From an optimization exercise on the open Yosys and OpenROAD flow, aimed at small area; shortcuts taken in it are not production practice.
No functional check of the RTL was part of any run shown here.
Power and IR drop assume default switching activity.

$ cat flow/config.mk
export PLATFORM = sky130hd
export DESIGN_NAME = CF_cross
export DESIGN_NICKNAME = CF_cross
export VERILOG_FILES = /design/flow/design.v
export SDC_FILE = /design/flow/constraint.sdc
export NUM_CORES = 4
export LEC_CHECK = 0
export CAP_MARGIN = 20
export CORE_MARGIN = 2
export CORE_UTILIZATION = 40
export CTS_BUF_LIST = sky130_fd_sc_hd__clkbuf_2 sky130_fd_sc_hd__clkbuf_4
export SLEW_MARGIN = 20
export SYNTH_HIERARCHICAL = 1
$ cat flow/flow/downsize.tcl
# Swap every combinational cell for the smallest-area cell of the same function and pins
# (drive strength only). Registers keep their cells. Later repair steps upsize where timing,
# slew or capacitance call for it.
set dont_use_pats $::env(DONT_USE_CELLS)
proc ds_dont_use { name pats } {
  foreach p $pats {
    if { [string match $p $name] } { return 1 }
  }
  return 0
}
set n_swapped 0
set saved 0.0
foreach inst [get_cells *] {
  set lc [get_lib_cells -of_objects $inst]
  if { $lc == "" } { continue }
  if { [get_property $lc is_sequential] } { continue }
  set name [get_name $lc]
  if { ![string match "sky130_fd_sc_hd__*" $name] } { continue }
  if { [string match "*tap*" $name] || [string match "*fill*" $name] } { continue }
  set equivs [sta::equiv_cells $lc]
  if { $equivs == "" } { continue }
  set best $lc
  set best_area [get_property $lc area]
  foreach e $equivs {
    set en [get_name $e]
    if { [ds_dont_use $en $dont_use_pats] } { continue }
    if { ![string match "sky130_fd_sc_hd__*" $en] } { continue }
    set a [get_property $e area]
    if { $a < $best_area - 1e-6 } {
      set best $e
      set best_area $a
    }
  }
  if { $best != $lc } {
    set saved [expr { $saved + [get_property $lc area] - $best_area }]
    replace_cell $inst $best
    incr n_swapped
  }
}
puts "downsize: swapped $n_swapped cells, saved [format %.1f $saved] um2"
$ cat flow/flow/run.sh
#!/bin/bash
# Standard ORFS layout (the standard.sh) with two changes:
#  - the port buffers that buffer_ports inserts use the smallest buffer cell;
#  - after floorplan, combinational cells are swapped for their smallest drive strength
#    (flow/downsize.tcl); the later repair steps upsize where timing needs it.
set -euo pipefail
here=$(pwd)
bash standard.sh "BUFFER_PORTS_ARGS=-buffer_cell sky130_fd_sc_hd__buf_1" \
  "POST_FLOORPLAN_TCL=$here/flow/downsize.tcl" finish > standard_flow.log 2>&1
$ cat flow/constraint.sdc
create_clock -name core_clock -period 7.0 [get_ports {s_axis_video_aclk}]
set_input_delay 1.4000 -clock core_clock [delete_from_list [all_inputs] [get_ports {s_axis_video_aclk}]]
set_output_delay 1.4000 -clock core_clock [all_outputs]
set_load 0.01 [all_outputs]
$ cat flow/design.v
`timescale 1ns / 1ps
module CF_cross
  #(
    parameter NPPC = 4,
    parameter DATA_WIDTH = 24,
    parameter POSITION_WIDTH = 12,
    parameter FFT_LENGTH = 64,
    parameter HEIGHT = 2160
    )
   (
    input [NPPC * DATA_WIDTH-1:0]  VIDEO_IN_tdata,
    input 			   VIDEO_IN_tvalid,
    input 			   VIDEO_IN_tuser,
    input 			   VIDEO_IN_tlast,
    output 			   VIDEO_IN_tready,
    input [POSITION_WIDTH - 1 : 0] xStart,
    input [POSITION_WIDTH - 1 : 0] yStart,
    output [NPPC * DATA_WIDTH-1:0] VIDEO_OUT_tdata,
    output 			   VIDEO_OUT_tvalid,
    output 			   VIDEO_OUT_tuser,
    output 			   VIDEO_OUT_tlast,
    input 			   VIDEO_OUT_tready,
    input 			   s_axis_video_aclk,
    input 			   s_axis_video_aresetn
    );
   reg [11:0] xPos;
   reg [11:0] yPos;
   wire [11:0] xNext;
   wire [11:0] yNext;
   always @(posedge s_axis_video_aclk) begin
      xPos <= xNext;
      yPos <= yNext;
   end
   wire acc, e0, e15, nRed0, nRed1, nRed2, nRed3, nlast, rA, rB, xClr, xIn, xL0, xL15n, xL8, xPos_c11, xPos_c3, xPos_c4, xPos_c7, xPos_c8, xPos_m23, xPos_m67, xPos_nc1, xPos_nc10, xPos_nc2, xPos_nc5, xPos_nc6, xPos_nc9, xPos_t0, xPos_t1, xPos_t10, xPos_t11, xPos_t2, xPos_t3, xPos_t4, xPos_t5, xPos_t6, xPos_t7, xPos_t8, xPos_t9, xh_D0, xh_D1, xh_D2, xh_D3, xh_D4, xh_D5, xh_e0a, xh_e0b, xh_e1a, xh_e1b, xh_eq0n, xh_eq1n, xh_m1, xh_m2, xh_m3, xh_m4, xh_m5, xh_m6, xh_n1, xh_n2, xh_n3, xh_n4, xh_n5, xh_n6, xl_d0, xl_d1, xl_d2, xl_d3, xl_k1, xl_k2, xl_k3, xl_k4, xl_nb1, xl_nb2, xl_nb3, yClr, yClrN, yIn, yL0, yL63, yLmidn, yPos_c1, yPos_c11, yPos_c4, yPos_c7, yPos_c8, yPos_m67, yPos_nc10, yPos_nc2, yPos_nc3, yPos_nc5, yPos_nc6, yPos_nc9, yPos_t0, yPos_t1, yPos_t10, yPos_t11, yPos_t2, yPos_t3, yPos_t4, yPos_t5, yPos_t6, yPos_t7, yPos_t8, yPos_t9, yh_D0, yh_D1, yh_D2, yh_D3, yh_D4, yh_D5, yh_e0a, yh_e0b, yh_e1a, yh_e1b, yh_eq0n, yh_eq1n, yh_m1, yh_m2, yh_m3, yh_m4, yh_m5, yh_n1, yh_n2, yh_n3, yh_n4, yh_n5, yh_n6, yl_d0, yl_d1, yl_d2, yl_d3, yl_d4, yl_d5, yl_k1, yl_k2, yl_k3, yl_k4, yl_k5, yl_k6, yl_nb1, yl_nb2, yl_nb3, yl_nb4, yl_nb5, ym0, ym1n, ymA, yw1, yw2, yw3;
   CF_cross_and2 u1 (.a(VIDEO_IN_tvalid), .b(VIDEO_OUT_tready), .y(acc));
   CF_cross_nand3 u2 (.a(VIDEO_IN_tvalid), .b(VIDEO_OUT_tready), .c(VIDEO_IN_tlast), .y(nlast));
   CF_cross_nand2 u3 (.a(s_axis_video_aresetn), .b(nlast), .y(xClr));
   CF_cross_xnor2 u4 (.a(xPos[0]), .b(acc), .y(xPos_t0));
   CF_cross_nor2 u5 (.a(xClr), .b(xPos_t0), .y(xNext[0]));
   CF_cross_nand2 u6 (.a(acc), .b(xPos[0]), .y(xPos_nc1));
   CF_cross_nand3 u7 (.a(acc), .b(xPos[0]), .c(xPos[1]), .y(xPos_nc2));
   CF_cross_nor2b u8 (.a(xPos_nc2), .bn(xPos[2]), .y(xPos_c3));
   CF_cross_nand2 u9 (.a(xPos[2]), .b(xPos[3]), .y(xPos_m23));
   CF_cross_nor2 u10 (.a(xPos_nc2), .b(xPos_m23), .y(xPos_c4));
   CF_cross_nand2 u11 (.a(xPos_c4), .b(xPos[4]), .y(xPos_nc5));
   CF_cross_nand3 u12 (.a(xPos_c4), .b(xPos[4]), .c(xPos[5]), .y(xPos_nc6));
   CF_cross_nor2b u13 (.a(xPos_nc6), .bn(xPos[6]), .y(xPos_c7));
   CF_cross_nand2 u14 (.a(xPos[6]), .b(xPos[7]), .y(xPos_m67));
   CF_cross_nor2 u15 (.a(xPos_nc6), .b(xPos_m67), .y(xPos_c8));
   CF_cross_nand2 u16 (.a(xPos_c8), .b(xPos[8]), .y(xPos_nc9));
   CF_cross_nand3 u17 (.a(xPos_c8), .b(xPos[8]), .c(xPos[9]), .y(xPos_nc10));
   CF_cross_nor2b u18 (.a(xPos_nc10), .bn(xPos[10]), .y(xPos_c11));
   CF_cross_xor2 u19 (.a(xPos[1]), .b(xPos_nc1), .y(xPos_t1));
   CF_cross_nor2 u20 (.a(xClr), .b(xPos_t1), .y(xNext[1]));
   CF_cross_xor2 u21 (.a(xPos[2]), .b(xPos_nc2), .y(xPos_t2));
   CF_cross_nor2 u22 (.a(xClr), .b(xPos_t2), .y(xNext[2]));
   CF_cross_xnor2 u23 (.a(xPos[3]), .b(xPos_c3), .y(xPos_t3));
   CF_cross_nor2 u24 (.a(xClr), .b(xPos_t3), .y(xNext[3]));
   CF_cross_xnor2 u25 (.a(xPos[4]), .b(xPos_c4), .y(xPos_t4));
   CF_cross_nor2 u26 (.a(xClr), .b(xPos_t4), .y(xNext[4]));
   CF_cross_xor2 u27 (.a(xPos[5]), .b(xPos_nc5), .y(xPos_t5));
   CF_cross_nor2 u28 (.a(xClr), .b(xPos_t5), .y(xNext[5]));
   CF_cross_xor2 u29 (.a(xPos[6]), .b(xPos_nc6), .y(xPos_t6));
   CF_cross_nor2 u30 (.a(xClr), .b(xPos_t6), .y(xNext[6]));
   CF_cross_xnor2 u31 (.a(xPos[7]), .b(xPos_c7), .y(xPos_t7));
   CF_cross_nor2 u32 (.a(xClr), .b(xPos_t7), .y(xNext[7]));
   CF_cross_xnor2 u33 (.a(xPos[8]), .b(xPos_c8), .y(xPos_t8));
   CF_cross_nor2 u34 (.a(xClr), .b(xPos_t8), .y(xNext[8]));
   CF_cross_xor2 u35 (.a(xPos[9]), .b(xPos_nc9), .y(xPos_t9));
   CF_cross_nor2 u36 (.a(xClr), .b(xPos_t9), .y(xNext[9]));
   CF_cross_xor2 u37 (.a(xPos[10]), .b(xPos_nc10), .y(xPos_t10));
   CF_cross_nor2 u38 (.a(xClr), .b(xPos_t10), .y(xNext[10]));
   CF_cross_xnor2 u39 (.a(xPos[11]), .b(xPos_c11), .y(xPos_t11));
   CF_cross_nor2 u40 (.a(xClr), .b(xPos_t11), .y(xNext[11]));
   CF_cross_xor2 u41 (.a(yPos[0]), .b(nlast), .y(yPos_t0));
   CF_cross_nor2 u42 (.a(yClr), .b(yPos_t0), .y(yNext[0]));
   CF_cross_nor2b u43 (.a(nlast), .bn(yPos[0]), .y(yPos_c1));
   CF_cross_nand2 u44 (.a(yPos_c1), .b(yPos[1]), .y(yPos_nc2));
   CF_cross_nand3 u45 (.a(yPos_c1), .b(yPos[1]), .c(yPos[2]), .y(yPos_nc3));
   CF_cross_nor2b u46 (.a(yPos_nc3), .bn(yPos[3]), .y(yPos_c4));
   CF_cross_nand2 u47 (.a(yPos_c4), .b(yPos[4]), .y(yPos_nc5));
   CF_cross_nand3 u48 (.a(yPos_c4), .b(yPos[4]), .c(yPos[5]), .y(yPos_nc6));
   CF_cross_nor2b u49 (.a(yPos_nc6), .bn(yPos[6]), .y(yPos_c7));
   CF_cross_nand2 u50 (.a(yPos[6]), .b(yPos[7]), .y(yPos_m67));
   CF_cross_nor2 u51 (.a(yPos_nc6), .b(yPos_m67), .y(yPos_c8));
   CF_cross_nand2 u52 (.a(yPos_c8), .b(yPos[8]), .y(yPos_nc9));
   CF_cross_nand3 u53 (.a(yPos_c8), .b(yPos[8]), .c(yPos[9]), .y(yPos_nc10));
   CF_cross_nor2b u54 (.a(yPos_nc10), .bn(yPos[10]), .y(yPos_c11));
   CF_cross_xnor2 u55 (.a(yPos[1]), .b(yPos_c1), .y(yPos_t1));
   CF_cross_nor2 u56 (.a(yClr), .b(yPos_t1), .y(yNext[1]));
   CF_cross_xor2 u57 (.a(yPos[2]), .b(yPos_nc2), .y(yPos_t2));
   CF_cross_nor2 u58 (.a(yClr), .b(yPos_t2), .y(yNext[2]));
   CF_cross_xor2 u59 (.a(yPos[3]), .b(yPos_nc3), .y(yPos_t3));
   CF_cross_nor2 u60 (.a(yClr), .b(yPos_t3), .y(yNext[3]));
   CF_cross_xnor2 u61 (.a(yPos[4]), .b(yPos_c4), .y(yPos_t4));
   CF_cross_nor2 u62 (.a(yClr), .b(yPos_t4), .y(yNext[4]));
   CF_cross_xor2 u63 (.a(yPos[5]), .b(yPos_nc5), .y(yPos_t5));
   CF_cross_nor2 u64 (.a(yClr), .b(yPos_t5), .y(yNext[5]));
   CF_cross_xor2 u65 (.a(yPos[6]), .b(yPos_nc6), .y(yPos_t6));
   CF_cross_nor2 u66 (.a(yClr), .b(yPos_t6), .y(yNext[6]));
   CF_cross_xnor2 u67 (.a(yPos[7]), .b(yPos_c7), .y(yPos_t7));
   CF_cross_nor2 u68 (.a(yClr), .b(yPos_t7), .y(yNext[7]));
   CF_cross_xnor2 u69 (.a(yPos[8]), .b(yPos_c8), .y(yPos_t8));
   CF_cross_nor2 u70 (.a(yClr), .b(yPos_t8), .y(yNext[8]));
   CF_cross_xor2 u71 (.a(yPos[9]), .b(yPos_nc9), .y(yPos_t9));
   CF_cross_nor2 u72 (.a(yClr), .b(yPos_t9), .y(yNext[9]));
   CF_cross_xor2 u73 (.a(yPos[10]), .b(yPos_nc10), .y(yPos_t10));
   CF_cross_nor2 u74 (.a(yClr), .b(yPos_t10), .y(yNext[10]));
   CF_cross_xnor2 u75 (.a(yPos[11]), .b(yPos_c11), .y(yPos_t11));
   CF_cross_nor2 u76 (.a(yClr), .b(yPos_t11), .y(yNext[11]));
   CF_cross_nor4 u77 (.a(yPos[4]), .b(yPos[7]), .c(yPos[8]), .d(yPos[9]), .y(yw1));
   CF_cross_nand4 u78 (.a(yPos[5]), .b(yPos[6]), .c(yPos[11]), .d(yw1), .y(yw2));
   CF_cross_nor2 u79 (.a(yPos[10]), .b(yw2), .y(yw3));
   CF_cross_a21oi u80 (.a1(yw3), .a2(yPos_c4), .b1(VIDEO_IN_tuser), .y(yClrN));
   CF_cross_nand2 u81 (.a(s_axis_video_aresetn), .b(yClrN), .y(yClr));
   CF_cross_xor2 u82 (.a(xPos[0]), .b(xStart[2]), .y(xl_d0));
   CF_cross_nand2b u83 (.an(xPos[0]), .b(xStart[2]), .y(xl_k1));
   CF_cross_inv u84 (.a(xStart[3]), .y(xl_nb1));
   CF_cross_fa u85 (.a(xPos[1]), .b(xl_nb1), .ci(xl_k1), .s(xl_d1), .co(xl_k2));
   CF_cross_inv u86 (.a(xStart[4]), .y(xl_nb2));
   CF_cross_fa u87 (.a(xPos[2]), .b(xl_nb2), .ci(xl_k2), .s(xl_d2), .co(xl_k3));
   CF_cross_inv u88 (.a(xStart[5]), .y(xl_nb3));
   CF_cross_fa u89 (.a(xPos[3]), .b(xl_nb3), .ci(xl_k3), .s(xl_d3), .co(xl_k4));
   CF_cross_xor2 u90 (.a(xPos[4]), .b(xStart[6]), .y(xh_D0));
   CF_cross_xor2 u91 (.a(xPos[5]), .b(xStart[7]), .y(xh_D1));
   CF_cross_xor2 u92 (.a(xPos[6]), .b(xStart[8]), .y(xh_D2));
   CF_cross_xor2 u93 (.a(xPos[7]), .b(xStart[9]), .y(xh_D3));
   CF_cross_xor2 u94 (.a(xPos[8]), .b(xStart[10]), .y(xh_D4));
   CF_cross_xor2 u95 (.a(xPos[9]), .b(xStart[11]), .y(xh_D5));
   CF_cross_inv u96 (.a(xPos[4]), .y(xh_n1));
   CF_cross_nor2 u97 (.a(xPos[4]), .b(xPos[5]), .y(xh_n2));
   CF_cross_nor3 u98 (.a(xPos[4]), .b(xPos[5]), .c(xPos[6]), .y(xh_n3));
   CF_cross_nor4 u99 (.a(xPos[4]), .b(xPos[5]), .c(xPos[6]), .d(xPos[7]), .y(xh_n4));
   CF_cross_nor2b u100 (.a(xPos[8]), .bn(xh_n4), .y(xh_n5));
   CF_cross_nor3b u101 (.a(xPos[8]), .b(xPos[9]), .cn(xh_n4), .y(xh_n6));
   CF_cross_xor2 u102 (.a(xh_D1), .b(xh_n1), .y(xh_m1));
   CF_cross_xor2 u103 (.a(xh_D2), .b(xh_n2), .y(xh_m2));
   CF_cross_xor2 u104 (.a(xh_D3), .b(xh_n3), .y(xh_m3));
   CF_cross_xor2 u105 (.a(xh_D4), .b(xh_n4), .y(xh_m4));
   CF_cross_xor2 u106 (.a(xh_D5), .b(xh_n5), .y(xh_m5));
   CF_cross_xor2 u107 (.a(xPos[10]), .b(xh_n6), .y(xh_m6));
   CF_cross_nor4 u108 (.a(xh_m1), .b(xh_m2), .c(xh_m3), .d(xh_m4), .y(xh_e1a));
   CF_cross_nor3 u109 (.a(xh_m5), .b(xh_m6), .c(xPos[11]), .y(xh_e1b));
   CF_cross_nand3 u110 (.a(xh_D0), .b(xh_e1a), .c(xh_e1b), .y(xh_eq1n));
   CF_cross_nor4 u111 (.a(xh_D0), .b(xh_D1), .c(xh_D2), .d(xh_D3), .y(xh_e0a));
   CF_cross_nor4 u112 (.a(xh_D4), .b(xh_D5), .c(xPos[10]), .d(xPos[11]), .y(xh_e0b));
   CF_cross_nand2 u113 (.a(xh_e0a), .b(xh_e0b), .y(xh_eq0n));
   CF_cross_mux2i u114 (.a0(xh_eq1n), .a1(xh_eq0n), .s(xl_k4), .y(xIn));
   CF_cross_nor4 u115 (.a(xl_d0), .b(xl_d1), .c(xl_d2), .d(xl_d3), .y(xL0));
   CF_cross_nor4b u116 (.a(xl_d0), .b(xl_d1), .c(xl_d2), .dn(xl_d3), .y(xL8));
   CF_cross_nand4 u117 (.a(xl_d0), .b(xl_d1), .c(xl_d2), .d(xl_d3), .y(xL15n));
   CF_cross_xor2 u118 (.a(yPos[0]), .b(yStart[0]), .y(yl_d0));
   CF_cross_nand2b u119 (.an(yPos[0]), .b(yStart[0]), .y(yl_k1));
   CF_cross_inv u120 (.a(yStart[1]), .y(yl_nb1));
   CF_cross_fa u121 (.a(yPos[1]), .b(yl_nb1), .ci(yl_k1), .s(yl_d1), .co(yl_k2));
   CF_cross_inv u122 (.a(yStart[2]), .y(yl_nb2));
   CF_cross_fa u123 (.a(yPos[2]), .b(yl_nb2), .ci(yl_k2), .s(yl_d2), .co(yl_k3));
   CF_cross_inv u124 (.a(yStart[3]), .y(yl_nb3));
   CF_cross_fa u125 (.a(yPos[3]), .b(yl_nb3), .ci(yl_k3), .s(yl_d3), .co(yl_k4));
   CF_cross_inv u126 (.a(yStart[4]), .y(yl_nb4));
   CF_cross_fa u127 (.a(yPos[4]), .b(yl_nb4), .ci(yl_k4), .s(yl_d4), .co(yl_k5));
   CF_cross_inv u128 (.a(yStart[5]), .y(yl_nb5));
   CF_cross_fa u129 (.a(yPos[5]), .b(yl_nb5), .ci(yl_k5), .s(yl_d5), .co(yl_k6));
   CF_cross_xor2 u130 (.a(yPos[6]), .b(yStart[6]), .y(yh_D0));
   CF_cross_xor2 u131 (.a(yPos[7]), .b(yStart[7]), .y(yh_D1));
   CF_cross_xor2 u132 (.a(yPos[8]), .b(yStart[8]), .y(yh_D2));
   CF_cross_xor2 u133 (.a(yPos[9]), .b(yStart[9]), .y(yh_D3));
   CF_cross_xor2 u134 (.a(yPos[10]), .b(yStart[10]), .y(yh_D4));
   CF_cross_xor2 u135 (.a(yPos[11]), .b(yStart[11]), .y(yh_D5));
   CF_cross_inv u136 (.a(yPos[6]), .y(yh_n1));
   CF_cross_nor2 u137 (.a(yPos[6]), .b(yPos[7]), .y(yh_n2));
   CF_cross_nor3 u138 (.a(yPos[6]), .b(yPos[7]), .c(yPos[8]), .y(yh_n3));
   CF_cross_nor4 u139 (.a(yPos[6]), .b(yPos[7]), .c(yPos[8]), .d(yPos[9]), .y(yh_n4));
   CF_cross_nor2b u140 (.a(yPos[10]), .bn(yh_n4), .y(yh_n5));
   CF_cross_xor2 u141 (.a(yh_D1), .b(yh_n1), .y(yh_m1));
   CF_cross_xor2 u142 (.a(yh_D2), .b(yh_n2), .y(yh_m2));
   CF_cross_xor2 u143 (.a(yh_D3), .b(yh_n3), .y(yh_m3));
   CF_cross_xor2 u144 (.a(yh_D4), .b(yh_n4), .y(yh_m4));
   CF_cross_xor2 u145 (.a(yh_D5), .b(yh_n5), .y(yh_m5));
   CF_cross_nor4 u146 (.a(yh_m1), .b(yh_m2), .c(yh_m3), .d(yh_m4), .y(yh_e1a));
   CF_cross_nor2b u147 (.a(yPos[11]), .bn(yh_n5), .y(yh_n6));
   CF_cross_nor2 u148 (.a(yh_m5), .b(yh_n6), .y(yh_e1b));
   CF_cross_nand3 u149 (.a(yh_D0), .b(yh_e1a), .c(yh_e1b), .y(yh_eq1n));
   CF_cross_nor3 u150 (.a(yh_D0), .b(yh_D1), .c(yh_D2), .y(yh_e0a));
   CF_cross_nor3 u151 (.a(yh_D3), .b(yh_D4), .c(yh_D5), .y(yh_e0b));
   CF_cross_nand2 u152 (.a(yh_e0a), .b(yh_e0b), .y(yh_eq0n));
   CF_cross_mux2i u153 (.a0(yh_eq1n), .a1(yh_eq0n), .s(yl_k6), .y(yIn));
   CF_cross_nor4 u154 (.a(yl_d1), .b(yl_d2), .c(yl_d3), .d(yl_d4), .y(ym0));
   CF_cross_nand4 u155 (.a(yl_d1), .b(yl_d2), .c(yl_d3), .d(yl_d4), .y(ym1n));
   CF_cross_nor3b u156 (.a(yl_d0), .b(yl_d5), .cn(ym0), .y(yL0));
   CF_cross_and3b u157 (.an(ym1n), .b(yl_d0), .c(yl_d5), .y(yL63));
   CF_cross_nor2 u158 (.a(yl_d5), .b(ym1n), .y(ymA));
   CF_cross_a21oi u159 (.a1(yl_d5), .a2(ym0), .b1(ymA), .y(yLmidn));
   CF_cross_red red (.xIn(xIn), .xEq0hn(xh_eq0n), .xL0(xL0), .xL8(xL8), .xL15n(xL15n),
                     .yIn(yIn), .yEq0hn(yh_eq0n), .yL0(yL0), .yL63(yL63), .yLmidn(yLmidn),
                     .rA(rA), .rB(rB), .e0(e0), .e15(e15));
   CF_cross_nor2 u160 (.a(rA), .b(rB), .y(nRed1));
   CF_cross_nor2 u161 (.a(rA), .b(rB), .y(nRed2));
   CF_cross_nor3 u162 (.a(rA), .b(rB), .c(e0), .y(nRed0));
   CF_cross_nor3 u163 (.a(rA), .b(rB), .c(e15), .y(nRed3));
   CF_cross_and2 u164 (.a(VIDEO_IN_tdata[0]), .b(nRed0), .y(VIDEO_OUT_tdata[0]));
   CF_cross_and2 u165 (.a(VIDEO_IN_tdata[1]), .b(nRed0), .y(VIDEO_OUT_tdata[1]));
   CF_cross_and2 u166 (.a(VIDEO_IN_tdata[2]), .b(nRed0), .y(VIDEO_OUT_tdata[2]));
   CF_cross_and2 u167 (.a(VIDEO_IN_tdata[3]), .b(nRed0), .y(VIDEO_OUT_tdata[3]));
   CF_cross_and2 u168 (.a(VIDEO_IN_tdata[4]), .b(nRed0), .y(VIDEO_OUT_tdata[4]));
   CF_cross_and2 u169 (.a(VIDEO_IN_tdata[5]), .b(nRed0), .y(VIDEO_OUT_tdata[5]));
   CF_cross_and2 u170 (.a(VIDEO_IN_tdata[6]), .b(nRed0), .y(VIDEO_OUT_tdata[6]));
   CF_cross_and2 u171 (.a(VIDEO_IN_tdata[7]), .b(nRed0), .y(VIDEO_OUT_tdata[7]));
   CF_cross_and2 u172 (.a(VIDEO_IN_tdata[8]), .b(nRed0), .y(VIDEO_OUT_tdata[8]));
   CF_cross_and2 u173 (.a(VIDEO_IN_tdata[9]), .b(nRed0), .y(VIDEO_OUT_tdata[9]));
   CF_cross_and2 u174 (.a(VIDEO_IN_tdata[10]), .b(nRed0), .y(VIDEO_OUT_tdata[10]));
   CF_cross_and2 u175 (.a(VIDEO_IN_tdata[11]), .b(nRed0), .y(VIDEO_OUT_tdata[11]));
   CF_cross_and2 u176 (.a(VIDEO_IN_tdata[12]), .b(nRed0), .y(VIDEO_OUT_tdata[12]));
   CF_cross_and2 u177 (.a(VIDEO_IN_tdata[13]), .b(nRed0), .y(VIDEO_OUT_tdata[13]));
   CF_cross_and2 u178 (.a(VIDEO_IN_tdata[14]), .b(nRed0), .y(VIDEO_OUT_tdata[14]));
   CF_cross_and2 u179 (.a(VIDEO_IN_tdata[15]), .b(nRed0), .y(VIDEO_OUT_tdata[15]));
   CF_cross_nand2b u180 (.an(VIDEO_IN_tdata[16]), .b(nRed0), .y(VIDEO_OUT_tdata[16]));
   CF_cross_nand2b u181 (.an(VIDEO_IN_tdata[17]), .b(nRed0), .y(VIDEO_OUT_tdata[17]));
   CF_cross_nand2b u182 (.an(VIDEO_IN_tdata[18]), .b(nRed0), .y(VIDEO_OUT_tdata[18]));
   CF_cross_nand2b u183 (.an(VIDEO_IN_tdata[19]), .b(nRed0), .y(VIDEO_OUT_tdata[19]));
   CF_cross_nand2b u184 (.an(VIDEO_IN_tdata[20]), .b(nRed0), .y(VIDEO_OUT_tdata[20]));
   CF_cross_nand2b u185 (.an(VIDEO_IN_tdata[21]), .b(nRed0), .y(VIDEO_OUT_tdata[21]));
   CF_cross_nand2b u186 (.an(VIDEO_IN_tdata[22]), .b(nRed0), .y(VIDEO_OUT_tdata[22]));
   CF_cross_nand2b u187 (.an(VIDEO_IN_tdata[23]), .b(nRed0), .y(VIDEO_OUT_tdata[23]));
   CF_cross_and2 u188 (.a(VIDEO_IN_tdata[24]), .b(nRed1), .y(VIDEO_OUT_tdata[24]));
   CF_cross_and2 u189 (.a(VIDEO_IN_tdata[25]), .b(nRed1), .y(VIDEO_OUT_tdata[25]));
   CF_cross_and2 u190 (.a(VIDEO_IN_tdata[26]), .b(nRed1), .y(VIDEO_OUT_tdata[26]));
   CF_cross_and2 u191 (.a(VIDEO_IN_tdata[27]), .b(nRed1), .y(VIDEO_OUT_tdata[27]));
   CF_cross_and2 u192 (.a(VIDEO_IN_tdata[28]), .b(nRed1), .y(VIDEO_OUT_tdata[28]));
   CF_cross_and2 u193 (.a(VIDEO_IN_tdata[29]), .b(nRed1), .y(VIDEO_OUT_tdata[29]));
   CF_cross_and2 u194 (.a(VIDEO_IN_tdata[30]), .b(nRed1), .y(VIDEO_OUT_tdata[30]));
   CF_cross_and2 u195 (.a(VIDEO_IN_tdata[31]), .b(nRed1), .y(VIDEO_OUT_tdata[31]));
   CF_cross_and2 u196 (.a(VIDEO_IN_tdata[32]), .b(nRed1), .y(VIDEO_OUT_tdata[32]));
   CF_cross_and2 u197 (.a(VIDEO_IN_tdata[33]), .b(nRed1), .y(VIDEO_OUT_tdata[33]));
   CF_cross_and2 u198 (.a(VIDEO_IN_tdata[34]), .b(nRed1), .y(VIDEO_OUT_tdata[34]));
   CF_cross_and2 u199 (.a(VIDEO_IN_tdata[35]), .b(nRed1), .y(VIDEO_OUT_tdata[35]));
   CF_cross_and2 u200 (.a(VIDEO_IN_tdata[36]), .b(nRed1), .y(VIDEO_OUT_tdata[36]));
   CF_cross_and2 u201 (.a(VIDEO_IN_tdata[37]), .b(nRed1), .y(VIDEO_OUT_tdata[37]));
   CF_cross_and2 u202 (.a(VIDEO_IN_tdata[38]), .b(nRed1), .y(VIDEO_OUT_tdata[38]));
   CF_cross_and2 u203 (.a(VIDEO_IN_tdata[39]), .b(nRed1), .y(VIDEO_OUT_tdata[39]));
   CF_cross_nand2b u204 (.an(VIDEO_IN_tdata[40]), .b(nRed1), .y(VIDEO_OUT_tdata[40]));
   CF_cross_nand2b u205 (.an(VIDEO_IN_tdata[41]), .b(nRed1), .y(VIDEO_OUT_tdata[41]));
   CF_cross_nand2b u206 (.an(VIDEO_IN_tdata[42]), .b(nRed1), .y(VIDEO_OUT_tdata[42]));
   CF_cross_nand2b u207 (.an(VIDEO_IN_tdata[43]), .b(nRed1), .y(VIDEO_OUT_tdata[43]));
   CF_cross_nand2b u208 (.an(VIDEO_IN_tdata[44]), .b(nRed1), .y(VIDEO_OUT_tdata[44]));
   CF_cross_nand2b u209 (.an(VIDEO_IN_tdata[45]), .b(nRed1), .y(VIDEO_OUT_tdata[45]));
   CF_cross_nand2b u210 (.an(VIDEO_IN_tdata[46]), .b(nRed1), .y(VIDEO_OUT_tdata[46]));
   CF_cross_nand2b u211 (.an(VIDEO_IN_tdata[47]), .b(nRed1), .y(VIDEO_OUT_tdata[47]));
   CF_cross_and2 u212 (.a(VIDEO_IN_tdata[48]), .b(nRed2), .y(VIDEO_OUT_tdata[48]));
   CF_cross_and2 u213 (.a(VIDEO_IN_tdata[49]), .b(nRed2), .y(VIDEO_OUT_tdata[49]));
   CF_cross_and2 u214 (.a(VIDEO_IN_tdata[50]), .b(nRed2), .y(VIDEO_OUT_tdata[50]));
   CF_cross_and2 u215 (.a(VIDEO_IN_tdata[51]), .b(nRed2), .y(VIDEO_OUT_tdata[51]));
   CF_cross_and2 u216 (.a(VIDEO_IN_tdata[52]), .b(nRed2), .y(VIDEO_OUT_tdata[52]));
   CF_cross_and2 u217 (.a(VIDEO_IN_tdata[53]), .b(nRed2), .y(VIDEO_OUT_tdata[53]));
   CF_cross_and2 u218 (.a(VIDEO_IN_tdata[54]), .b(nRed2), .y(VIDEO_OUT_tdata[54]));
   CF_cross_and2 u219 (.a(VIDEO_IN_tdata[55]), .b(nRed2), .y(VIDEO_OUT_tdata[55]));
   CF_cross_and2 u220 (.a(VIDEO_IN_tdata[56]), .b(nRed2), .y(VIDEO_OUT_tdata[56]));
   CF_cross_and2 u221 (.a(VIDEO_IN_tdata[57]), .b(nRed2), .y(VIDEO_OUT_tdata[57]));
   CF_cross_and2 u222 (.a(VIDEO_IN_tdata[58]), .b(nRed2), .y(VIDEO_OUT_tdata[58]));
   CF_cross_and2 u223 (.a(VIDEO_IN_tdata[59]), .b(nRed2), .y(VIDEO_OUT_tdata[59]));
   CF_cross_and2 u224 (.a(VIDEO_IN_tdata[60]), .b(nRed2), .y(VIDEO_OUT_tdata[60]));
   CF_cross_and2 u225 (.a(VIDEO_IN_tdata[61]), .b(nRed2), .y(VIDEO_OUT_tdata[61]));
   CF_cross_and2 u226 (.a(VIDEO_IN_tdata[62]), .b(nRed2), .y(VIDEO_OUT_tdata[62]));
   CF_cross_and2 u227 (.a(VIDEO_IN_tdata[63]), .b(nRed2), .y(VIDEO_OUT_tdata[63]));
   CF_cross_nand2b u228 (.an(VIDEO_IN_tdata[64]), .b(nRed2), .y(VIDEO_OUT_tdata[64]));
   CF_cross_nand2b u229 (.an(VIDEO_IN_tdata[65]), .b(nRed2), .y(VIDEO_OUT_tdata[65]));
   CF_cross_nand2b u230 (.an(VIDEO_IN_tdata[66]), .b(nRed2), .y(VIDEO_OUT_tdata[66]));
   CF_cross_nand2b u231 (.an(VIDEO_IN_tdata[67]), .b(nRed2), .y(VIDEO_OUT_tdata[67]));
   CF_cross_nand2b u232 (.an(VIDEO_IN_tdata[68]), .b(nRed2), .y(VIDEO_OUT_tdata[68]));
   CF_cross_nand2b u233 (.an(VIDEO_IN_tdata[69]), .b(nRed2), .y(VIDEO_OUT_tdata[69]));
   CF_cross_nand2b u234 (.an(VIDEO_IN_tdata[70]), .b(nRed2), .y(VIDEO_OUT_tdata[70]));
   CF_cross_nand2b u235 (.an(VIDEO_IN_tdata[71]), .b(nRed2), .y(VIDEO_OUT_tdata[71]));
   CF_cross_and2 u236 (.a(VIDEO_IN_tdata[72]), .b(nRed3), .y(VIDEO_OUT_tdata[72]));
   CF_cross_and2 u237 (.a(VIDEO_IN_tdata[73]), .b(nRed3), .y(VIDEO_OUT_tdata[73]));
   CF_cross_and2 u238 (.a(VIDEO_IN_tdata[74]), .b(nRed3), .y(VIDEO_OUT_tdata[74]));
   CF_cross_and2 u239 (.a(VIDEO_IN_tdata[75]), .b(nRed3), .y(VIDEO_OUT_tdata[75]));
   CF_cross_and2 u240 (.a(VIDEO_IN_tdata[76]), .b(nRed3), .y(VIDEO_OUT_tdata[76]));
   CF_cross_and2 u241 (.a(VIDEO_IN_tdata[77]), .b(nRed3), .y(VIDEO_OUT_tdata[77]));
   CF_cross_and2 u242 (.a(VIDEO_IN_tdata[78]), .b(nRed3), .y(VIDEO_OUT_tdata[78]));
   CF_cross_and2 u243 (.a(VIDEO_IN_tdata[79]), .b(nRed3), .y(VIDEO_OUT_tdata[79]));
   CF_cross_and2 u244 (.a(VIDEO_IN_tdata[80]), .b(nRed3), .y(VIDEO_OUT_tdata[80]));
   CF_cross_and2 u245 (.a(VIDEO_IN_tdata[81]), .b(nRed3), .y(VIDEO_OUT_tdata[81]));
   CF_cross_and2 u246 (.a(VIDEO_IN_tdata[82]), .b(nRed3), .y(VIDEO_OUT_tdata[82]));
   CF_cross_and2 u247 (.a(VIDEO_IN_tdata[83]), .b(nRed3), .y(VIDEO_OUT_tdata[83]));
   CF_cross_and2 u248 (.a(VIDEO_IN_tdata[84]), .b(nRed3), .y(VIDEO_OUT_tdata[84]));
   CF_cross_and2 u249 (.a(VIDEO_IN_tdata[85]), .b(nRed3), .y(VIDEO_OUT_tdata[85]));
   CF_cross_and2 u250 (.a(VIDEO_IN_tdata[86]), .b(nRed3), .y(VIDEO_OUT_tdata[86]));
   CF_cross_and2 u251 (.a(VIDEO_IN_tdata[87]), .b(nRed3), .y(VIDEO_OUT_tdata[87]));
   CF_cross_nand2b u252 (.an(VIDEO_IN_tdata[88]), .b(nRed3), .y(VIDEO_OUT_tdata[88]));
   CF_cross_nand2b u253 (.an(VIDEO_IN_tdata[89]), .b(nRed3), .y(VIDEO_OUT_tdata[89]));
   CF_cross_nand2b u254 (.an(VIDEO_IN_tdata[90]), .b(nRed3), .y(VIDEO_OUT_tdata[90]));
   CF_cross_nand2b u255 (.an(VIDEO_IN_tdata[91]), .b(nRed3), .y(VIDEO_OUT_tdata[91]));
   CF_cross_nand2b u256 (.an(VIDEO_IN_tdata[92]), .b(nRed3), .y(VIDEO_OUT_tdata[92]));
   CF_cross_nand2b u257 (.an(VIDEO_IN_tdata[93]), .b(nRed3), .y(VIDEO_OUT_tdata[93]));
   CF_cross_nand2b u258 (.an(VIDEO_IN_tdata[94]), .b(nRed3), .y(VIDEO_OUT_tdata[94]));
   CF_cross_nand2b u259 (.an(VIDEO_IN_tdata[95]), .b(nRed3), .y(VIDEO_OUT_tdata[95]));
   assign VIDEO_OUT_tvalid = VIDEO_IN_tvalid;
   assign VIDEO_OUT_tuser = VIDEO_IN_tuser;
   assign VIDEO_OUT_tlast = VIDEO_IN_tlast;
   assign VIDEO_IN_tready = VIDEO_OUT_tready;
endmodule
module CF_cross_red
  (
   input  xIn, xEq0hn, xL0, xL8, xL15n,
   input  yIn, yEq0hn, yL0, yL63, yLmidn,
   output rA, rB, e0, e15
   );
   assign rA = (xIn & xL8) | (yIn & ~yLmidn);
   assign rB = xIn & ((~yEq0hn & yL0) | (yIn & yL63));
   assign e0  = yIn & ~xEq0hn & xL0;
   assign e15 = yIn & xIn & ~xL15n;
endmodule
module CF_cross_a21oi (input a1, input a2, input b1, output y);
   assign y = ~((a1 & a2) | b1);
endmodule
module CF_cross_and2 (input a, input b, output y);
   assign y = a & b;
endmodule
module CF_cross_and3b (input an, input b, input c, output y);
   assign y = ~an & b & c;
endmodule
module CF_cross_fa (input a, input b, input ci, output s, output co);
   assign {co, s} = a + b + ci;
endmodule
module CF_cross_inv (input a, output y);
   assign y = ~a;
endmodule
module CF_cross_mux2i (input a0, input a1, input s, output y);
   assign y = ~(s ? a1 : a0);
endmodule
module CF_cross_nand2 (input a, input b, output y);
   assign y = ~(a & b);
endmodule
module CF_cross_nand2b (input an, input b, output y);
   assign y = an | ~b;
endmodule
module CF_cross_nand3 (input a, input b, input c, output y);
   assign y = ~(a & b & c);
endmodule
module CF_cross_nand4 (input a, input b, input c, input d, output y);
   assign y = ~(a & b & c & d);
endmodule
module CF_cross_nor2 (input a, input b, output y);
   assign y = ~(a | b);
endmodule
module CF_cross_nor2b (input a, input bn, output y);
   assign y = ~a & bn;
endmodule
module CF_cross_nor3 (input a, input b, input c, output y);
   assign y = ~(a | b | c);
endmodule
module CF_cross_nor3b (input a, input b, input cn, output y);
   assign y = ~a & ~b & cn;
endmodule
module CF_cross_nor4 (input a, input b, input c, input d, output y);
   assign y = ~(a | b | c | d);
endmodule
module CF_cross_nor4b (input a, input b, input c, input dn, output y);
   assign y = ~a & ~b & ~c & dn;
endmodule
module CF_cross_xnor2 (input a, input b, output y);
   assign y = ~(a ^ b);
endmodule
module CF_cross_xor2 (input a, input b, output y);
   assign y = a ^ b;
endmodule
$ cat flow/standard.sh
#!/bin/bash
# synth_recipe.tcl (not shown) runs the flow's synth.tcl, then flattens the netlist and writes it again
# the make line also repeats each setting of config.mk as NAME=value (left out here)
make -C /OpenROAD-flow-scripts/flow DESIGN_CONFIG=/design/flow/config.mk WORK_HOME=/design/flow/orfs CLKGATE_MAP_FILE= SYNTH_SCRIPT=/design/flow/synth_recipe.tcl "${@:-finish}"
==> notes.md, run 1 <==
Die
The initial cell density of the core is 0.414. The die is 82.2 um wide. Measured along the y axis, the die boundary spans 82.2 um.

The number of cell rows is 28.

Status
The flow did not finish. The halt point of the flow is floorplan. The tool reported: "Error: floorplan.tcl, 161 liberty_cell objects do not have a is_sequential property".

Synthesis
The synthesized flop and latch total is 24. After technology mapping, the gate count stands at 297. Counting distinct cell types in the post-synthesis netlist gives 22. The synthesized area is 0.00245 sq mm.

For this run, the register share of the synthesized area comes to 0.196. The net count after synthesis is 431. The synthesized area per cell is slightly above 8 sq um. The number of synthesis warnings is 7.
[kinds of logic after synthesis]
kind of cell	share of synthesized area
xor+xnor	0.175
flops	0.196
fa+ha+maj	0.0654
compound gates	0.0123
mux	0.00818
simple gates	0.514
buf+inv	0.0291
[synthesized netlist by cell type]
cell type,instances,share of area
sky130_fd_sc_hd__and2_1,65,0.17
sky130_fd_sc_hd__xor2_1,38,0.14
sky130_fd_sc_hd__nor2_1,36,0.055
sky130_fd_sc_hd__nand2b_1,35,0.089
sky130_fd_sc_hd__dfxtp_1,24,0.20
sky130_fd_sc_hd__nand2_1,17,0.026
sky130_fd_sc_hd__inv_1,11,0.017
sky130_fd_sc_hd__xnor2_1,11,0.039
sky130_fd_sc_hd__nor2b_4,10,0.056
sky130_fd_sc_hd__nand3_1,9,0.018
sky130_fd_sc_hd__nor4_2,9,0.046
sky130_fd_sc_hd__fa_1,8,0.065
sky130_fd_sc_hd__nor3_2,7,0.029
sky130_fd_sc_hd__buf_4,4,0.012
sky130_fd_sc_hd__nand4_1,3,0.0077
sky130_fd_sc_hd__a21oi_2,2,0.0072
sky130_fd_sc_hd__mux2i_1,2,0.0082
sky130_fd_sc_hd__nor3b_2,2,0.010
sky130_fd_sc_hd__a21boi_1,1,0.0031
sky130_fd_sc_hd__and3b_1,1,0.0036
sky130_fd_sc_hd__nor4b_2,1,0.0061
sky130_fd_sc_hd__o21ai_1,1,0.0020
[Yosys stat by module (local to each module, per instance), excerpt]
module / copies in the design / cell area [sq um]
CF_cross_nor4: 9 / 12.5
CF_cross: 1 / 510
CF_cross_nand2: 13 / 3.75
CF_cross_nor2: 34 / 3.75
CF_cross_inv: 10 / 3.75
CF_cross_red: 1 / 45.0
==> run 2, diff against run 1 <==
==> flow/flow/downsize.tcl (replaced) <==
# Swap every combinational cell for the smallest-area cell of the same family and function
# (drive strength only). Registers keep their cells. Later repair steps upsize where timing,
# slew or capacitance call for it.
set dont_use_pats $::env(DONT_USE_CELLS)
proc ds_dont_use { name pats } {
  foreach p $pats {
    if { [string match $p $name] } { return 1 }
  }
  return 0
}
set n_swapped 0
set saved 0.0
foreach inst [get_cells *] {
  set lc [get_lib_cells -of_objects $inst]
  if { $lc == "" } { continue }
  set name [get_name $lc]
  if { ![regexp {^(sky130_fd_sc_hd__[a-z0-9]+)_[0-9]+$} $name -> base] } { continue }
  # registers, latches, taps and fillers keep their cells
  if { [regexp {__(s?df|s?edf|dl|sdl|tap|fill|decap|conb|diode)} $name] } { continue }
  set best $lc
  set best_area [get_property $lc area]
  foreach e [get_lib_cells */${base}_*] {
    set en [get_name $e]
    if { ![regexp {^sky130_fd_sc_hd__[a-z0-9]+_[0-9]+$} $en] } { continue }
    if { [ds_dont_use $en $dont_use_pats] } { continue }
    set a [get_property $e area]
    if { $a < $best_area - 1e-6 && [sta::equiv_cells $lc $e] } {
      set best $e
      set best_area $a
    }
  }
  if { $best != $lc } {
    set saved [expr { $saved + [get_property $lc area] - $best_area }]
    replace_cell $inst $best
    incr n_swapped
  }
}
puts "downsize: swapped $n_swapped cells, saved [format %.1f $saved] um2"
==> run 2 against run 1 <==
Against the previous run: the run now finishes clean; synthesized cell count stayed put; synthesized area stayed put.
==> notes.md, run 2 <==
STA
Setup repair after global routing left no endpoint under its margin. The maximum frequency from static timing analysis is 151 MHz. Across all hold checks on the routed design, the worst slack comes to 0.562 ns. For the final database, setup skew stands at 0.00562 ns.

The count of final max-slew check failures is 0. In the finished design, the share of the clock period the worst path needs comes to 0.945. The number of hold violations in the final report is 0. The setup violation total in the final timing report is 0.

The transition at the pin with the smallest max-transition slack is 0.692 ns. The post-route setup TNS is 0 ns. The relative max-transition margin is 0.537. The final period demand of the worst path is 6.61 ns.

Synthesis
By count the netlist is led by sky130_fd_sc_hd__and2_1 (65), sky130_fd_sc_hd__xor2_1 (38), sky130_fd_sc_hd__nor2_1 (36). For this run, the number of Yosys warnings is 7. The share of synthesized area in the top cell type comes to 0.196. The fraction of registers with async set/reset is 0. Dividing the synthesized area by the synthesized cell count gives around 8 sq um.

In this run, synthesis inferred 0 flip-flops with an integrated enable. The cell count after synthesis is 297. Among all flip-flop cells after synthesis, the most frequent one is sky130_fd_sc_hd__dfxtp_1. The most common cell in the synthesized netlist is sky130_fd_sc_hd__and2_1. The number of nets handed over by synthesis was 431. The cell type with the largest total area after synthesis is sky130_fd_sc_hd__dfxtp_1. Sorting the synthesized cells by area gives the leading types as sky130_fd_sc_hd__dfxtp_1 (20%), sky130_fd_sc_hd__and2_1 (17%), sky130_fd_sc_hd__xor2_1 (14%).

The count of different cell masters after synthesis is 22. For this run, the register share of the synthesized area comes to 0.196. The synthesized design contains 24 register bits. The synthesized area is 0.00245 sq mm.

Setup path
In this design, the critical path's most frequently occurring cell is sky130_fd_sc_hd__fa_1. The worst-path maximum fanout is 24. The end of the worst register-to-register path is yPos[11]. The largest single stage delay on the critical path is 0.64 ns.

For this design, the slowest cell found on the critical path is sky130_fd_sc_hd__nor3_4. Walking the worst path, the cells encountered are buf_1, nand2b_1, fa_1, fa_1, fa_1, fa_1, fa_1, nor2_1, a21oi_1, o21ai_1, nor3_4, and2_1, buf_1. The critical path arrival is 5.21 ns. The start of the worst register-to-register path is yPos[0]. The setup path with the least slack is of type primary input to primary output. The nature of the critical path endpoint is a primary output. The startpoint class of the critical path is a primary input.

The count of cells along the worst register-to-register path is 9. The worst path required time is about 5.6 ns. In this run the register-to-register setup slack is roughly 4.9 ns.

Global route
The total routing resource utilization after global routing is 0.201. Entering global routing, the biggest net connects 25 pins. After global routing the overflow that remains totals 0. The initial antenna violation count is 0. The via count of the first global-routing pass is 2238. The first global-routing pass estimated about 11000 um of wire.

Route
The routed wire length per instance is about 13 um. For this block, the initial DRC count from the detailed router was 94. The first-pass iteration count of the detailed router is 4. Detailed routing inserted a total of between 2000 and 3000 vias. The routed design has 7600 um of wire. The count of nets left with antenna violations after detail routing is 0. For this run, design rule violations remaining after detail routing come to 0. Dividing the detail-routed via count by the number of cells gives 4.44.

Final layout
The number of nets in the final layout is around 660. In the layout the commonest cells are sky130_fd_sc_hd__buf_1 (223), sky130_fd_sc_hd__and2_1 (65), sky130_fd_sc_hd__xor2_1 (38). The leading cell type in the layout, fill and taps excluded is sky130_fd_sc_hd__buf_1. From synthesis to final layout, the design area changed by 31.1%. In the final layout, the share of cells above drive strength 1 is 0.0135. The largest registers in the layout are xPos x12, yPos x12. The number of antenna repair diodes is 0. The post-layout instance area is 0.00321 sq mm. The multi-input gate area in the final layout is 0.00173 sq mm. The count of cells in the finished layout, fillers not included, comes to 594.

Summing all flip-flop and latch instances after layout gives between 400 and 500 sq um. The fill cell instance count of the final layout is 615.

Clocking
Clock tree synthesis inserted a total of 3 buffers. The CTS root buffer is sky130_fd_sc_hd__clkbuf_4. The clock sink count is 24. The level count of the clock H-tree is 1. The number of buffers on the longest clock path is 2.

Clock-pin slew was measured on the worst setup and hold paths at 0.12 ns. The clock tree from TritonCTS is built. The later pin in the worst-skew pair is clocked with a latency of 0.30 ns. The number of hold-repair buffers added at the cts stage is 0.

Placement
Once placement finished, the instance area stood at ~0.0032 sq mm. The placed instance count is 591. The HPWL after detailed placement is 6470 um. The placer congestion estimate is 0.803. In this run the tool buffered the top-level ports with between 200 and 250 buffer cells.

Die
The horizontal die dimension is 82.2 um. The initial utilization of the core area, before any placement, comes to 0.414. In this run the vertical extent of the chip is a little over 80 um. The area of the core is 0.00592 sq mm.

The floorplan step defined a die boundary enclosing roughly 0.0068 sq mm. The number of cell rows is 28. 226 I/O pins were placed.

Pwr
The power per cell area is 96.1 mW/mm^2. The static power due to leakage is 1.10 nW. The largest vdd supply drop is 101 uV.

Status
The flow ran to the end and the layout has no timing, DRC or antenna violations.

Flow run
The tool flagged a number of max-cap violations equal to 0.

Min path
The startpoint identified for the worst hold timing path is xPos[11]. The worst min-delay path endpoint is xPos[11]. Along the worst hold path, the cell count comes to 2.

The path class of the tightest hold or removal check is flip-flop to flip-flop.
[run 2: cell counts after synthesis]
No cell type changed its count.
[run 2: modules after synthesis, one instance, submodules excluded, excerpt]
module / cells inside / times used / cell area (sq um) / flops+latches
CF_cross_nor3b: 1 / 2 / 12.5 / 0
CF_cross_nand2b: 1 / 34 / 6.26 / 0
CF_cross_inv: 1 / 10 / 3.75 / 0
CF_cross: 28 / 1 / 510 / 24
CF_cross_and2: 1 / 65 / 6.26 / 0
CF_cross_and3b: 1 / 1 / 8.76 / 0
CF_cross_nor4: 1 / 9 / 12.5 / 0
CF_cross_nand4: 1 / 3 / 6.26 / 0
CF_cross_xnor2: 1 / 11 / 8.76 / 0
CF_cross_nor4b: 1 / 1 / 15.0 / 0
CF_cross_fa: 1 / 8 / 20.0 / 0
CF_cross_xor2: 1 / 38 / 8.76 / 0
[run 2: kinds of logic (layout without fill, tap and decap cells)]
group / Yosys count / after routing / share of synthesized area
XOR/XNOR: 49 / 49 / 0.175
multiplexers: 2 / 2 / 0.00818
flip-flops: 24 / 24 / 0.196
buffers and inverters: 15 / 237 / 0.0291
AND/OR/NAND/NOR: 195 / 195 / 0.514
adder cells (fa/ha/maj): 8 / 8 / 0.0654
AO/OA/AOI/OAI: 4 / 4 / 0.0123
[run 2: per-layer routing]
metal | wire, um | global-route usage
met3 | 560 | 0.0315
met5 | 0 | 0
met1 | 3540 | 0.287
met4 | 23 | 0.0350
met2 | 3470 | 0.325
[run 2: layout make-up]
class                           instances  area share
Sequential cell                        24       0.150
Inverter                               11      0.0129
Clock buffer                            3     0.00702
Timing Repair Buffer                  223       0.261
Multi-Input combinational cell        258       0.540
Tap cell                               75      0.0292
[run 2: how the worst max path moves through the flow]
stage / start / endpoint / slack [ns] / depth (start not counted)
global placement: yStart[0] / VIDEO_OUT_tdata[30] / 0.25 / 13
finish: yStart[0] / VIDEO_OUT_tdata[72] / 0.39 / 13
floorplan: yStart[1] / VIDEO_OUT_tdata[0] / 0.86 / 11
global route: yStart[0] / VIDEO_OUT_tdata[72] / 0.18 / 13
CTS: yStart[0] / VIDEO_OUT_tdata[28] / 0.14 / 13
detailed placement: yStart[0] / VIDEO_OUT_tdata[28] / 0.16 / 13
[run 2: critical path: cells and delay by family]
| kind | cells | cell delay (ns) |
|---|---|---|
| buf+inv | 2 | 0.28 |
| compound gates | 2 | 0.35 |
| simple gates | 4 | 1.05 |
| fa+ha+maj | 5 | 2.14 |
[run 2: repair_timing]
action	CTS	global route
endpoints found under the setup margin	0	16
gates resized for setup	0	1
buffers inserted	0	0
[run 2: through the flow]
step	power (mW)	setup WS (ns)	utilization
finish	0.309	0.387	0.542
CTS	0.311	0.145	0.539
floorplan	0.206	0.862	-
detailed placement	0.253	0.164	0.535
global placement	0.253	0.253	0.535
global route	0.330	0.179	0.542
[run 2: power breakdown]
part	internal, mW	switching (mW)	leakage [nW]	total [mW]
clock	0.0201	0.0380	0.0138	0.0580
sequential	0.137	0.00115	0.193	0.138
combinational	0.0515	0.0605	0.893	0.112
total	0.209	0.0996	1.10	0.309
==> run 3, diff against run 2 <==
--- a/flow/config.mk
+++ b/flow/config.mk
@@ -10,4 +10,5 @@
 export CORE_UTILIZATION = 40
 export CTS_BUF_LIST = sky130_fd_sc_hd__clkbuf_2 sky130_fd_sc_hd__clkbuf_4
+export CTS_CLUSTER_SIZE = 8
 export SLEW_MARGIN = 20
 export SYNTH_HIERARCHICAL = 1
==> run 3 against run 2 <==
Against the previous run: sequential power about the same; die area did not move; register-to-register slack hardly changed; hold slack is the same; sequential cell count unchanged; via count unchanged; synthesized cell count stayed put; clock power is essentially flat; non-clock buffer count unchanged; sequential share of layout area did not move; cell count stayed put; largest cell class unchanged; largest power group unchanged.
==> notes.md, run 3 <==
Status
The run finished with no timing, DRC or antenna violations.

Die
During I/O placement, the number of pins put on the boundary was 226. The floorplan step defined a core boundary enclosing 0.00592 sq mm. The die covers between 0.006 and 0.007 sq mm. The horizontal die dimension is 82.2 um.

The number of cell rows is 28. For this configuration, the core starts out at a cell density of 0.414. The die is 82.2 um tall.

STA
The count of final max-slew check failures is 0. The clock arrives with 0.00562 ns of skew. The post-route setup TNS is 0 ns.

The number of hold violations in the final report is 0. The maximum frequency from static timing analysis is 151 MHz. The final period demand of the worst path is 6.61 ns. Setup repair after global routing left no endpoint under its margin. Measured against its own limit, the worst slew margin works out to 0.537. In the finished design, the share of the clock period the worst path needs comes to 0.945. The post-layout worst setup margin is 0.387 ns. Setup violations remaining at the end of the flow were counted as 0. For the pin with the worst max-slew slack, the measured transition is approximately 0.7 ns. Hold is met by 0.562 ns.

Synthesis
The net count after synthesis is 431. After synthesis the netlist holds a flip-flop and latch count of 24. The fraction of registers with async set/reset is 0. The top-area cell type share of the netlist area is 0.196. The synthesized area per cell is approximately 8.2 sq um. The cell type with the largest total area after synthesis is sky130_fd_sc_hd__dfxtp_1. The primary flip-flop cell chosen by synthesis mapping is sky130_fd_sc_hd__dfxtp_1.

The cell count after synthesis is 297. The count of different cell masters after synthesis is 22. The share of synthesized area occupied by flip-flops and latches is 0.196. Summing every instance area after synthesis gives 0.00245 sq mm. The most common cell in the synthesized netlist is sky130_fd_sc_hd__and2_1. The number of enable-type register cells in the synthesized netlist is 0. Ranked by total cell area, the synthesized netlist is headed by sky130_fd_sc_hd__dfxtp_1 (20%), sky130_fd_sc_hd__and2_1 (17%), sky130_fd_sc_hd__xor2_1 (14%). Yosys printed 7 warnings. Counting instances in the post-synthesis netlist gives the leading cell types as sky130_fd_sc_hd__and2_1 (65), sky130_fd_sc_hd__xor2_1 (38), sky130_fd_sc_hd__nor2_1 (36).

Clocking
For this design, the CTS-stage hold fixing added 0 buffers. TritonCTS built the clock tree. The clock passes through at most 2 buffers. The tree is rooted in a sky130_fd_sc_hd__clkbuf_4. The level count of the clock H-tree is 1. The insertion delay to the later sink of the worst-skew pair is 0.30 ns.

The clock sink count is 24. The clock transition at the registers of the reported paths is approximately 0.12 ns. The total CTS buffers is 3.

Placement
The count of buffers added on input and output ports is 223. The placer congestion estimate is 0.803. The number of placed instances, taps included, is just under 600. The HPWL after detailed placement is 6470 um. The placed instances occupy a cell area of 0.00317 sq mm.

OpenSTA, run right after detailed placement, puts the worst setup slack at 0.164 ns.

Final layout
The share of layout cells above drive strength 1 is 0.0135. The synthesis-to-finish area growth is 31.1%. The number of nets in the final layout is 655. The largest registers in the layout are xPos x12, yPos x12.

The library cells used most frequently in the layout, excluding fill and tap cells, are sky130_fd_sc_hd__buf_1 (223), sky130_fd_sc_hd__and2_1 (65), sky130_fd_sc_hd__xor2_1 (38). Leaving out fill and tap cells, the most frequent cell in the layout is sky130_fd_sc_hd__buf_1. At the end of the flow the core is filled with cells to 0.542. Counting the fill cells in the layout gives around 600. The final cell count without fillers is between 500 and 600. In the final layout, the multi-input gates occupy 0.00173 sq mm. In the final layout, flip-flops and latches occupy 480 sq um. The repair_antennas step left the layout with diodes totalling 0.

The post-layout instance area is 0.00321 sq mm.

Global route
The via count of the first global-routing pass was between 2000 and 2500. Entering global routing, the biggest net connects 25 pins. The total overflow reported by the global router is 0. The wire length of the first global-routing pass is 10600 um. The initial antenna violation count is 0. In the global route stage, overall resource usage came out at 0.201.

Setup path
The largest incremental delay on the critical path is 0.64 ns. Of all nets on the critical path, the largest fanout is 24. For the worst setup path, the data required time is 5.60 ns. STA classifies the critical path endpoint as a primary output. The slowest library cell on the worst path is sky130_fd_sc_hd__nor3_4. Traced cell by cell, the critical path runs through buf_1, nand2b_1, fa_1, fa_1, fa_1, fa_1, fa_1, nor2_1, a21oi_1, o21ai_1, nor3_4, and2_1, buf_1. The kind of critical path is primary input to primary output. Among the stages of the critical path, the cell type that occurs most often is sky130_fd_sc_hd__fa_1. The critical path arrival is between 5 and 6 ns. STA classifies the critical path startpoint as a primary input.

Min path
The class of the worst hold path is flip-flop to flip-flop.

Pwr
In this run the power density over the cells is 96.1 mW/mm^2. The static power due to leakage is 1.10 nW. After layout, the design draws a total of 0.309 mW. The worst-case IR drop observed on VDD is 101 uV.

Route
The first routing iteration left 94 violations. The DRC violation count after routing is 0. The wire length reported by the detailed router is 7600 um. Using the TritonRoute via totals, the vias-per-cell ratio works out to around 4.4. The routed wire length per instance is 12.8 um. The first detailed-routing pass took 4 iterations. The overall via count from detail_route is 2635.

The count of nets left with antenna violations after detail routing is 0.

Flow run
The count of maximum capacitance violations is 0.
[run 3: area by class of cell]
cell class | instances | share of cell area
well taps | 75 | 0.0292
multi-input cells | 258 | 0.540
inverters | 11 | 0.0129
flip-flops and latches | 24 | 0.150
clock buffers | 3 | 0.00702
repair buffers | 223 | 0.261
[run 3: logic make-up after synthesis]
family                     synth area share
buffers and inverters                0.0291
and+or+nand+nor                       0.514
AOI/OAI and AO/OA                    0.0123
muxes                               0.00818
xor gates and xnor gates              0.175
DFF                                   0.196
adders and majority gates            0.0654
[run 3: repair_timing]
action	4_1_cts	5_1_grt
buffers inserted	0	0
setup endpoints to repair	0	16
gates resized for setup	0	1
[run 3: per-layer routing]
| layer | track usage | wire, um | up-vias | part of all wire |
|---|---|---|---|---|
| met1 | 0.287 | 3540 | 1170 | 0.47 |
| met3 | 0.0315 | 560 | 2 | 0.074 |
| met5 | 0 | 0 | - | 0 |
| li1 | - | - | 1378 | - |
| met4 | 0.0350 | 23 | 0 | 0.0030 |
| met2 | 0.325 | 3470 | 85 | 0.46 |
[run 3: power breakdown]
| part | total (mW) | leakage (nW) | internal (mW) | switching (mW) |
|---|---|---|---|---|
| logic | 0.112 | 0.893 | 0.0515 | 0.0605 |
| registers | 0.138 | 0.193 | 0.137 | 0.00115 |
| clock network | 0.0580 | 0.0138 | 0.0201 | 0.0380 |
[run 3: worst paths after layout]
| path | startpoint | end | slack (ns) | depth (start not counted) |
|---|---|---|---|---|
| setup / recovery | yStart[0] | VIDEO_OUT_tdata[72] | 0.39 | 13 |
| hold / removal | xPos[11] | xPos[11] | 0.56 | 2 |
| setup reg to reg | yPos[0] | yPos[11] | 4.87 | 9 |
| hold reg to reg | xPos[11] | xPos[11] | 0.56 | 2 |
[run 3: critical path, delay by kind of cell]
kind / cells / cell delay (ns)
AOI/OAI and AO/OA: 2 / 0.35
and+or+nand+nor: 4 / 1.05
buffers and inverters: 2 / 0.28
adders and majority gates: 5 / 2.14
[run 3: Yosys stat by module, one instance, submodules excluded, a selection]
module,cell area [sq um],copies in the design
CF_cross_nor3,10.0,7
CF_cross_nor2,3.75,34
CF_cross_xnor2,8.76,11
CF_cross_nor3b,12.5,2
CF_cross_nand2,3.75,13
CF_cross_xor2,8.76,38
CF_cross_mux2i,10.0,2
CF_cross_nor4b,15.0,1
CF_cross_red,45.0,1
CF_cross_a21oi,8.76,2
CF_cross_nand4,6.26,3
CF_cross_nor4,12.5,9
CF_cross_inv,3.75,10
CF_cross_and3b,8.76,1
==> run 4, diff against run 3 <==
--- a/flow/config.mk
+++ b/flow/config.mk
@@ -9,6 +9,5 @@
 export CORE_MARGIN = 2
 export CORE_UTILIZATION = 40
-export CTS_BUF_LIST = sky130_fd_sc_hd__clkbuf_2 sky130_fd_sc_hd__clkbuf_4
-export CTS_CLUSTER_SIZE = 8
+export CTS_BUF_LIST = sky130_fd_sc_hd__clkbuf_4 sky130_fd_sc_hd__clkbuf_8
 export SLEW_MARGIN = 20
 export SYNTH_HIERARCHICAL = 1
==> run 4 against run 3 <==
Against the previous run: combinational power hardly changed; cell count stayed put; register-to-register slack hardly changed; sequential cell count is the same; via count unchanged; utilization rose by 0.32 points; design area is 0.58% higher; total power up 6.3%; critical path type unchanged; highest routed layer unchanged.
==> notes.md, run 4 <==
Route
The count of nets left with antenna violations once routing finished came out at 0. After detailed routing, the number of vias per cell comes to 4.44. The number of design-rule violations left by the first detailed-router iteration is 88. The total met2 wirelength after detailed routing is 3500 um. The highest metal layer with signal wires is met4. The detailed-routed wire length on met3 is 543 um. The wire length on met1 is 3540 um.

For this run, design rule violations remaining after detail routing come to 0. The routed design has 7600 um of wire. The overall via count from detail_route is around 2600. The first-pass iteration count of the detailed router is 4. In the final routed layout, each cell accounts on average for 12.8 um.

Pwr
The power per cell area is 102 mW/mm^2. For this design the static power due to leakage is roughly 1.1 nW. The largest vdd supply drop is 107 uV.

Die
The initial cell density of the core is 0.414. The die outline area is 0.00676 sq mm. From bottom edge to top edge, the die measures 82.2 um.

The floorplan has 28 rows. The I/O pin count is 226. The area of the core is a little under 0.006 sq mm.

The horizontal die dimension is roughly 80 um.

Placement
The placed instance count is between 500 and 600. The HPWL after detailed placement is 6470 um. Routability-driven placement finished with a final weighted congestion of 0.803. Once placement finished, the instance area stood at ~0.0032 sq mm. Port buffering added 223 buffers.

Clocking
The cell sitting at the root of the clock tree is a sky130_fd_sc_hd__clkbuf_8. Post-CTS timing repair inserted 0 buffers for setup. After clock tree synthesis, the clock-pin slew on the worst setup and hold paths is 0.08 ns. In this run, CTS created clock tree buffers numbering 3. CTS saw 24 sinks. In this run the number of H-tree levels came out at 1. Hold repair after CTS inserted 0 buffers. The number of buffers on the longest clock path is 2.

The clock tree from TritonCTS is built. The insertion delay to the later sink of the worst-skew pair is ~0.26 ns.

Synthesis
The fraction of registers with async set/reset is 0. The net count after synthesis is 431. The number of synthesis warnings is 7. The synthesized design spends more area on one cell type than any other, namely sky130_fd_sc_hd__dfxtp_1. The number of enable-type register cells in the synthesized netlist is 0.

The synthesized flop and latch total is 24. Among all cell types in the netlist, the one instantiated most often is sky130_fd_sc_hd__and2_1. The count of different cell masters after synthesis is 22. In the synthesized netlist, the cells that appear most often are sky130_fd_sc_hd__and2_1 (65), sky130_fd_sc_hd__xor2_1 (38), sky130_fd_sc_hd__nor2_1 (36). The primary flip-flop cell chosen by synthesis mapping is sky130_fd_sc_hd__dfxtp_1. Of the synthesized area, sequential elements account for 0.196. By area the synthesized netlist is led by sky130_fd_sc_hd__dfxtp_1 (20%), sky130_fd_sc_hd__and2_1 (17%), sky130_fd_sc_hd__xor2_1 (14%). The top-area cell type share of the netlist area is 0.196.

The cell count after synthesis is between 200 and 300. Dividing the synthesized area by the synthesized cell count gives 8.24 sq um. The synthesized area is 0.00245 sq mm.

Setup path
For this design, the slowest cell found on the critical path is sky130_fd_sc_hd__nor3_4. The kind of critical path is primary input to primary output. The setup slack on the worst flop-to-flop path is 4.88 ns. The critical path goes through buf_1, nand2b_1, fa_1, fa_1, fa_1, fa_1, fa_1, nor2_1, a21oi_1, o21ai_1, nor3_4, and2_1, buf_1. The number of buffer and inverter stages on the critical path is 2. The largest incremental delay on the critical path is 0.64 ns. The cell that appears most often on the critical path is sky130_fd_sc_hd__fa_1. The startpoint class of the critical path is a primary input. The worst path required time is 5.60 ns.

The worst-path maximum fanout is 24. The nature of the critical path endpoint is a primary output. The cell class contributing the biggest share of worst-path delay is adder cells. The critical path arrival is around 5.2 ns.

STA
The final worst hold slack is 0.562 ns. The relative max-transition margin is 0.537. In the finished design, the share of the clock period the worst path needs comes to 0.945. Between clock sinks in the finished design, the worst skew comes to 0.00304 ns. The number of hold violations in the final report is 0. The setup violation total in the final timing report is 0. Setup repair after global routing left no endpoint under its margin. Derived from the worst setup path, the maximum achievable clock frequency is 151 MHz. The post-route setup TNS is 0 ns. The count of final max-slew check failures is 0.

The transition at the pin with the smallest max-transition slack is 0.692 ns. The worst path needs 6.61 ns of the cycle, external delays included.

Final layout
The number of nets in the final layout is 655. The area taken by flip-flops and latches is 480 sq um. The top cell types in the final layout, fill and taps aside, are sky130_fd_sc_hd__buf_1 (223), sky130_fd_sc_hd__and2_1 (65), sky130_fd_sc_hd__xor2_1 (38).

The leading cell type in the layout, fill and taps excluded is sky130_fd_sc_hd__buf_1. The synthesis-to-finish area growth is 31.8%. The largest registers in the layout are xPos x12, yPos x12.

The share of layout cells above drive strength 1 is 0.0135. The multi-input gate area in the final layout is 0.00173 sq mm. The fill cell instance count of the final layout is 611.

The count of cells in the finished layout, fillers not included, comes to 594. The post-layout instance area is 0.00323 sq mm. The number of antenna repair diodes is 0.

Min path
The min-delay analysis places its worst path in the category flip-flop to flip-flop.

Global route
The via count of the first global-routing pass came to 2240. The first global-routing pass estimated about 11000 um of wire. The total overflow reported by the global router is 0.

Across every metal layer, demand over resource in global routing totals 0.201. The initial antenna violation count is 0. The maximum number of pins on one net before global-route repair is 25.

Flow run
The tool flagged a number of max-cap violations equal to 0.

Status
The run finished with no timing, DRC or antenna violations.
## run 4: path summary, 6_finish.rpt
kind / startpoint / to / depth (start not counted)
max: yStart[0] / VIDEO_OUT_tdata[72] / 13
min: xPos[11] / xPos[11] / 2
max reg2reg: yPos[0] / yPos[11] / 9
min reg2reg: xPos[11] / xPos[11] / 2
## run 4: through the flow
step	power (mW)	worst slack, ns	utilization
detailed placement	0.253	0.164	0.535
floorplan	0.206	0.862	-
global placement	0.253	0.253	0.535
global route	0.350	0.179	0.545
CTS	0.331	0.145	0.542
finish	0.328	0.387	0.545
## run 4: where the power goes
group | switching [mW] | total [mW] | internal (mW) | leakage [nW]
sequential | 0.00115 | 0.138 | 0.137 | 0.193
clock | 0.0392 | 0.0776 | 0.0383 | 0.0216
combinational | 0.0604 | 0.112 | 0.0515 | 0.893
total | 0.101 | 0.328 | 0.227 | 1.11
## run 4: worst reg2reg max path, delay by kind of cell (launching register included)
family	cells	cell delay (ns)
simple gates	8	1.49
xor+xnor	1	0.13
flops	1	0.39
## run 4: kinds of logic after synthesis
group | Yosys count | share of synthesized area
AND/OR/NAND/NOR | 195 | 0.514
XOR/XNOR | 49 | 0.175
flip-flops | 24 | 0.196
buffers and inverters | 15 | 0.0291
adder cells (fa/ha/maj) | 8 | 0.0654
AO/OA/AOI/OAI | 4 | 0.0123
multiplexers | 2 | 0.00818
## run 4: area by class of cell
cell class | instances | share of cell area
timing repair buffer | 223 | 0.259
sequential | 24 | 0.149
clock buffer | 3 | 0.0128
multi-input combinational | 258 | 0.537
tap | 75 | 0.0291
inverter | 11 | 0.0128
## run 4: timing repair
action,in CTS,in global routing
gates resized for setup,0,1
endpoints found under the hold margin,0,0
setup endpoints to repair,0,16
## run 4: Yosys stat by module (local to each module, per instance), excerpt
| module | flip-flops and latches | times used |
|---|---|---|
| CF_cross_xnor2 | 0 | 11 |
| CF_cross_fa | 0 | 8 |
| CF_cross_and2 | 0 | 65 |
| CF_cross_mux2i | 0 | 2 |
| CF_cross_nor2 | 0 | 34 |
| CF_cross_nand2b | 0 | 34 |
| CF_cross_inv | 0 | 10 |
| CF_cross_nor3b | 0 | 2 |
| CF_cross_nand3 | 0 | 9 |
| CF_cross_nand2 | 0 | 13 |
| CF_cross_xor2 | 0 | 38 |
| CF_cross | 24 | 1 |
## run 4: metal layers
layer | GRT usage | up-vias
li1 | - | 1378
met1 | 0.287 | 1176
met2 | 0.325 | 79
met3 | 0.0315 | 2
met4 | 0.0350 | 0
met5 | 0 | -
